What follows belongs to an exercise in optimizing a design on an open flow for small area and few clock cycles per item; a production flow would make more cautious choices.
Function was checked by simulation only, so behaviour that the tests miss may differ from the original.
Power figures rest on the tool's default switching activity, not on a simulated workload.

==> run a: inputs <==
==> flow/design.v (excerpt) <==
module RSA_TOP (
    clk, rst_n, in_valid,
    in_p, in_q, in_e, in_c,
    out_valid, out_m
);
==> flow/config.mk <==
export PLATFORM = sky130hd
export DESIGN_NAME = RSA_TOP
export DESIGN_NICKNAME = RSA_TOP
export VERILOG_FILES = /design/flow/design.v
export SDC_FILE = /design/flow/constraint.sdc
export NUM_CORES = 4
export LEC_CHECK = 0
export ABC_AREA = 1
export CAP_MARGIN = 20
export CORE_MARGIN = 2
export CORE_UTILIZATION = 65
export SLEW_MARGIN = 20
==> flow/constraint.sdc <==
create_clock -name core_clock -period 90.0 [get_ports {clk}]
set_input_delay 18.0000 -clock core_clock [delete_from_list [all_inputs] [get_ports {clk}]]
set_output_delay 18.0000 -clock core_clock [all_outputs]
set_load 0.01 [all_outputs]
standard.sh (not shown) runs the stock make flow with config.mk's settings and CLKGATE_MAP_FILE= SYNTH_SCRIPT=/design/flow/synth_recipe.tcl, a recipe that flattens the netlist after the stock synthesis.
==> flow/flow/run.sh <==
#!/bin/bash
# Layout flow: the standard ORFS flow (standard.sh), with two changes:
#  - synthesis maps with an area-oriented ABC script (flow/abc_area.script)
#    instead of ORFS's delay-oriented one; everything else in synthesis,
#    including the register mapping and naming, is the standard synthesis;
#  - port buffers use sky130_fd_sc_hd__buf_1.
# ORFS's scripts are copied unchanged into ./scripts_local except for
# abc_area.script. Each tool's output goes to the ORFS logs under orfs/logs;
# make's own output goes to ./flow_make.log.
set -euo pipefail
W=$(pwd)
rm -rf "$W/scripts_local"
cp -r "$FLOW_HOME/scripts" "$W/scripts_local"
chmod -R u+w "$W/scripts_local"
cp "$W/flow/abc_area.script" "$W/scripts_local/abc_area.script"
bash "$W/standard.sh" "SCRIPTS_DIR=$W/scripts_local" \
  "BUFFER_PORTS_ARGS=-buffer_cell sky130_fd_sc_hd__buf_1" finish > "$W/flow_make.log" 2>&1
==> flow/flow/abc_area.script <==
strash
dch -f
amap
topo
==> inputs of run b, as changes to run a <==
--- a/flow/flow/run.sh
+++ b/flow/flow/run.sh
@@ -3,6 +3,8 @@
 #  - synthesis maps with an area-oriented ABC script (flow/abc_area.script)
 #    instead of ORFS's delay-oriented one; everything else in synthesis,
 #    including the register mapping and naming, is the standard synthesis;
+#  - yosys's full/half-adder extraction is skipped (ADDER_MAP_FILE empty), so
+#    ABC maps all of the logic;
 #  - port buffers use sky130_fd_sc_hd__buf_1.
 # ORFS's scripts are copied unchanged into ./scripts_local except for
 # abc_area.script. Each tool's output goes to the ORFS logs under orfs/logs;
@@ -13,5 +15,5 @@
 cp -r "$FLOW_HOME/scripts" "$W/scripts_local"
 chmod -R u+w "$W/scripts_local"
 cp "$W/flow/abc_area.script" "$W/scripts_local/abc_area.script"
-bash "$W/standard.sh" "SCRIPTS_DIR=$W/scripts_local" \
+bash "$W/standard.sh" "SCRIPTS_DIR=$W/scripts_local" "ADDER_MAP_FILE=" \
   "BUFFER_PORTS_ARGS=-buffer_cell sky130_fd_sc_hd__buf_1" finish > "$W/flow_make.log" 2>&1
==> flow/flow/abc_area.script (replaced) <==
strash
ifraig
dch -f
amap -F 100 -A 100
topo
CORE_UTILIZATION = 75   (was 65)
CTS_BUF_LIST = sky130_fd_sc_hd__clkbuf_4   (was unset)
==> inputs of run c, as changes to run a <==
==> flow/flow/run.sh (replaced) <==
#!/bin/bash
# Layout flow: the standard ORFS flow (standard.sh), with these changes:
#  - synthesis maps with an area-oriented ABC script (flow/abc_area.script)
#    instead of ORFS's delay-oriented one; everything else in synthesis,
#    including the register mapping and naming, is the standard synthesis;
#  - yosys's full/half-adder extraction is skipped (ADDER_MAP_FILE empty), so
#    ABC maps all of the logic;
#  - port buffers use sky130_fd_sc_hd__buf_1.
# ORFS's scripts are copied unchanged into ./scripts_local except for
# abc_area.script. Each tool's output goes to the ORFS logs under orfs/logs;
# make's own output goes to ./flow_make.log.
set -euo pipefail
W=$(pwd)
rm -rf "$W/scripts_local"
cp -r "$FLOW_HOME/scripts" "$W/scripts_local"
chmod -R u+w "$W/scripts_local"
cp "$W/flow/abc_area.script" "$W/scripts_local/abc_area.script"
bash "$W/standard.sh" "SCRIPTS_DIR=$W/scripts_local" "ADDER_MAP_FILE=" \
  "BUFFER_PORTS_ARGS=-buffer_cell sky130_fd_sc_hd__buf_1" finish > "$W/flow_make.log" 2>&1
==> flow/flow/abc_area.script (replaced) <==
strash
ifraig
dch -f
amap -F 100 -A 100
topo
CORE_UTILIZATION = 75   (was 65)
CTS_BUF_LIST = sky130_fd_sc_hd__clkbuf_4   (was unset)
==> comparison <==
- Between run c and run a, the lower cell area is in run c (gap about 11%, measured against run a).
- In clock skew, run a and run c hardly differ.
- Against run a, the worst hold slack of run c is better by 0.013 ns.
- Sequential cell count is the same in run b and run a.
- Of run a and run c, run c has the higher register-to-register slack (gap 0.06 ns).
- In core utilization, run b and run c do not differ.
- In combinational power, run b and run c hardly differ.
- In sequential share of layout area, run c and run b do not differ.
- In run b the non-clock buffer count is lower than in run a, by 1.
==> figures <==
metric	run b	run a	run c
Comb pwr share	0.876	0.883	0.876
Total number of cells along the worst setup path	71	64	71
Sequential Power	0.00632 mW	0.00654 mW	0.00632 mW
Post-synth top area share	0.144	0.123	0.144
Endpoint arrival time on the critical path	32.10 ns	31.81 ns	32.10 ns
Power consumed by combinational cells	0.0689 mW	0.0921 mW	0.0689 mW
Share of the synthesized area in compound gates (AO/OA/AOI/OAI)	0.507	0.351	0.507
Buffers & Inverters on Critical Path	13	17	13
Master cell of the clock root buffer	clkbuf_4	clkbuf_8	clkbuf_4
Routed WL	9710 um	9800 um	9710 um
Worst-Margin Slew	0.939 ns	0.986 ns	0.939 ns
Total number of tap cells	50	70	50
Met2 layer wire length in the routed design	4320 um	4480 um	4320 um
Sequential share of power	0.080	0.063	0.080
Period minus WS final	50.10 ns	49.81 ns	50.10 ns
Status	no timing/DRC/antenna violations	no timing/DRC/antenna violations	no timing/DRC/antenna violations
Crit path from	in_c[5]	in_c[3]	in_c[5]
Final RePlAce weighted congestion	1.07	0.993	1.07
Footprint of the multi-input gates	0.00254 mm^2	0.00288 mm^2	0.00254 mm^2
Testbench counts of run a, summed over its fixed seeds: cycles 2,560, items 2,560.
Testbench counts of run b, summed over its fixed seeds: cycles 2,560, items 2,560.
Testbench counts of run c, summed over its fixed seeds: cycles 2,560, items 2,560.

-- re-timing with driven ports --
Ports are ideal in the flow. The routed layouts listed here were re-timed in OpenROAD. Step 1 sets driving cells, clkbuf_16 on the clock port and buf_2 on the other inputs (assumed; they add their load-dependent delay and slew). Step 2 adds t to the input delays and takes it off the output delays; t is the mean of the earliest and latest rising clock arrival at the registers after step 1. Input paths then give back, and output paths get back, about the clock's delay inside the block. Three values: ideal ports, drivers, drivers and shift; two values: the first two.
run | t, ns | slack for setup (ns) | worst slew at a driven data input, ns
run a | 0.256 | 40.190 / 40.162 / 40.162 | 0.03
run b | 0.291 | 39.896 / 39.869 / 39.869 | 0.03
run c | 0.291 | 39.896 / 39.869 / 39.869 | 0.03
After both steps setup and hold are still met in every run listed. For run a, which loses most, drivers alone change the setup slack by -0.028 ns; drivers and shift together by -0.028 ns.
